From an optimization exercise on the open Yosys and OpenROAD flow, aimed at small area and a short achievable clock period; shortcuts taken in it are not production practice.

==> 10-23 <==
Design mac_unit, start of the top module:
module mac_unit #(
    parameter AW = 16,
    parameter BW = 16,
    parameter ACCW = 40,
    parameter SIGNED = 0
)(
    input  wire clk,
    input  wire rst_n,
    input  wire en,
    input  wire valid_in,
    input  wire [AW-1:0] a,
    input  wire [BW-1:0] b,
    output reg  valid_out,
    output reg  [ACCW-1:0] acc_out
);
  reg [78:0] pr;
  reg valid_reg;
  wire [39:0] nacc = ~acc_out;
  wire p1;
  wire p2;
  wire p3;
  wire p4;
  wire p5;
  wire p6;
  wire p7;
  wire p8;
  wire p9;
  wire p10;
  wire p11;
  wire p12;
  wire p13;
  wire p14;
  wire p15;
  wire p16;
  wire p17;
  wire p18;
  wire p19;
  wire p20;
  wire p21;
  wire p22;
  wire p23;
  wire p24;
  wire p25;
  wire p26;
  wire p27;
  wire p28;
  wire p29;
  wire p30;
  wire p31;
  wire p32;
  wire p33;
  wire p34;
  wire p35;
  wire p36;
  wire p37;
  wire p38;
  wire p39;
  wire p40;
  wire p41;
  wire p42;
  wire p43;
  wire p44;
  wire p45;
  wire p46;
  wire p47;
  wire p48;
  wire p49;
  wire p50;
  wire p51;
  wire p52;
  wire p53;
  wire p54;
  wire p55;
  wire p56;
  wire p57;
  wire p58;
  wire p59;
  wire p60;
  wire p61;
  wire p62;
  wire p63;
  wire p64;
  wire p65;
  wire p66;
  wire p67;
  wire p68;
  wire p69;
  wire p70;
  wire p71;
  wire p72;
  wire p73;
  wire p74;
  wire p75;
  wire p76;
  wire p77;
  wire p78;
  wire p79;
  wire p80;
  wire p81;
  wire p82;
  wire p83;
  wire p84;
  wire p85;
  wire p86;
  wire p87;
  wire p88;
  wire p89;
  wire p90;
  wire p91;
  wire p92;
  wire p93;
  wire p94;
  wire p95;
  wire p96;
  wire p97;
  wire p98;
  wire p99;
  wire p100;
  wire p101;
  wire p102;
  wire p103;
  ...
clock: 7.0 ns
lec_check: 0
cap_margin: 20
core_margin: 2
core_utilization: 65
cts_buf_list: sky130_fd_sc_hd__clkbuf_4 sky130_fd_sc_hd__clkbuf_8
setup_slack_margin: 3.6
slew_margin: 20
synth_hierarchical: 1
synth_minimum_keep_size: 0
run.sh (not shown) runs the stock make flow with config.mk's settings and CLKGATE_MAP_FILE= SYNTH_SCRIPT=/design/flow/synth_recipe.tcl, a recipe that flattens the netlist after the stock synthesis.
==> inputs of 03-13, as changes to 10-23 <==
--- a/flow/design.v
+++ b/flow/design.v
@@ -1906,15 +1906,15 @@
   assign ks_s[28] = ~ks_y58 ^ ks_y305;
   assign ks_s[29] = ~ks_y60 ^ ks_y306;
   assign ks_s[30] = ~ks_y62 ^ ks_y307;
   assign ks_s[31] = ~ks_y64 ^ ks_y308;
   assign ks_s[32] = ~ks_y66 ^ ks_y309;
   wire [33:0] lo = ~{ks_y312, ks_s};
   wire [6:0] hi_next;
-  mac_hi2 #(.N(7)) hi (.acc(acc_out[39:33]), .cn(lo[33]), .sel(en & valid_reg), .rst_n(rst_n), .d(hi_next));
+  mac_hi #(.N(7)) hi (.acc(acc_out[39:33]), .cn(lo[33]), .sel(en & valid_reg), .rst_n(rst_n), .d(hi_next));
   wire [32:0] sum = ~lo[32:0];
   always @(posedge clk) begin
     pr <= {c636, p256, c634, s635, c630, s633, c626, s629, s625, c620, s621, c558, c618, s619, c554, s617, c616, s553, s615, c614, s549, s613, c542, c538, s541, s539, c536, s537, c534, s535, c532, s533, c530, s531, c528, s529, c526, s527, c524, c612, s525, c522, s523, c520, s611, s521, c610, s609, c608, s517, s607, c606, s513, s605, c604, s509, c602, s603, c600, s505, s601, c598, s597, c594, s593, c590, s589, c586, s585, c582, s581, c578, s577, c574, s573, s569, p2, p17, p1};
     valid_reg <= valid_in & rst_n;
   end
   always @(posedge clk) begin
     if (!rst_n) begin
@@ -1934,34 +1934,14 @@
     input  wire sel,       
     input  wire rst_n,
     output wire [N-1:0] d
 );
   wire [N-1:0] inc = acc + 1'b1;
   assign d = !rst_n ? {N{1'b0}} : (sel & ~cn) ? inc : acc;
 endmodule
-module mac_hi2 #(parameter N = 7) (
-    input  wire [N-1:0] acc,
-    input  wire cn,        
-    input  wire sel,       
-    input  wire rst_n,
-    output wire [N-1:0] d
-);
-  wire [N-1:0] inc = acc + 1'b1;
-  wire [N-1:0] xn = ~(!rst_n ? {N{1'b0}} : sel ? inc : acc);
-  wire [N-1:0] yn = ~(!rst_n ? {N{1'b0}} : acc);
-  genvar i;
-  generate
-    for (i = 0; i < N; i = i + 1) begin : m
-      mac_muxi mx (.s(cn), .d0(xn[i]), .d1(yn[i]), .y(d[i]));
-    end
-  endgenerate
-endmodule
-module mac_muxi (input wire s, input wire d0, input wire d1, output wire y);
-  assign y = ~(s ? d1 : d0);
-endmodule
 module mac_fa (input wire a, input wire b, input wire ci,
                output wire s, output wire co);
   assign s = a ^ b ^ ci;
   assign co = (a & b) | (a & ci) | (b & ci);
 endmodule
 module mac_hai (input wire a, input wire b, output wire s, output wire co);
   mac_xnor x0 (.a(a), .b(b), .y(s));
--- a/flow/config.mk
+++ b/flow/config.mk
@@ -5,11 +5,11 @@
 export SDC_FILE = /design/flow/constraint.sdc
 export NUM_CORES = 4
 export LEC_CHECK = 0
 export CAP_MARGIN = 20
 export CORE_MARGIN = 2
 export CORE_UTILIZATION = 65
 export CTS_BUF_LIST = sky130_fd_sc_hd__clkbuf_4 sky130_fd_sc_hd__clkbuf_8
-export SETUP_SLACK_MARGIN = 3.6
+export SETUP_SLACK_MARGIN = 3.4
 export SLEW_MARGIN = 20
 export SYNTH_HIERARCHICAL = 1
 export SYNTH_MINIMUM_KEEP_SIZE = 0
==> notes <==
In 10-23 the utilization is higher than in 03-13, by 0.67 points.
Of 10-23 and 03-13, 10-23 has the higher critical path depth (gap 1).
In 03-13 the design area is lower than in 10-23, by 1.2%.
Hold slack: 03-13 is worse than 10-23 (0.0038 ns).
In 03-13 the setup slack is lower than in 10-23, by 0.22 ns.
==> figures <==
| quantity | 03-13 | 10-23 |
|---|---|---|
| All-layer global routing usage | 35.0% | 34.5% |
| Slew at the pin with the worst max-slew slack | 0.860 ns | 0.903 ns |
| Status | complete, no violations | complete, no violations |
| Stage delay of the slowest cell on the critical path | 0.54 ns | 0.47 ns |
| Area fraction of the dominant cell type after synthesis | 39.7% | 39.5% |
| First-pass GRT wire length | 47800 um | 47100 um |
| Met3 Usage GRT | 8.28% | 7.98% |
| Cell depth of the worst setup path | 6 | 7 |
| Routed wirelength normalized by instance count | 20.7 um | 20.6 um |
| Final HPWL from detailed placement | 22600 um | 22900 um |
| Metal1 wirelength | 12000 um | 11900 um |
| Number of cells on the worst reg-to-reg path | 15 | 11 |
No run of this note included a check of the RTL's function; only the layout flow was run.

## afterwards: timing with drivers on the ports
In the flow no input, the clock included, has a driving cell. The finished layouts below were timed again as built, in two steps.
Step 1 (the two cells are an assumption about what drives the block):
set clk [get_ports {clk}]
set_driving_cell -lib_cell sky130_fd_sc_hd__clkbuf_16 $clk
set_driving_cell -lib_cell sky130_fd_sc_hd__buf_2 [delete_from_list [all_inputs] $clk]
Step 2 times the ports against the registers' clock, not the clock port: input delays grow and output delays shrink by t, the midpoint of the rising clock arrivals with the driver on.
Three values: no drivers, after step 1, after step 2; two values: the first two.
run | shift t [ns] | slack for setup (ns) | worst slew at a driven data input, ns
10-23 | 0.487 | 3.637 / 3.639 / 3.152 | 0.04
03-13 | 0.488 | 3.419 / 3.428 / 2.940 | 0.07
After both steps every run listed still meets setup and hold. The setup slack of 10-23, which loses most, moves by +0.002 ns with the drivers and by -0.485 ns with both steps.
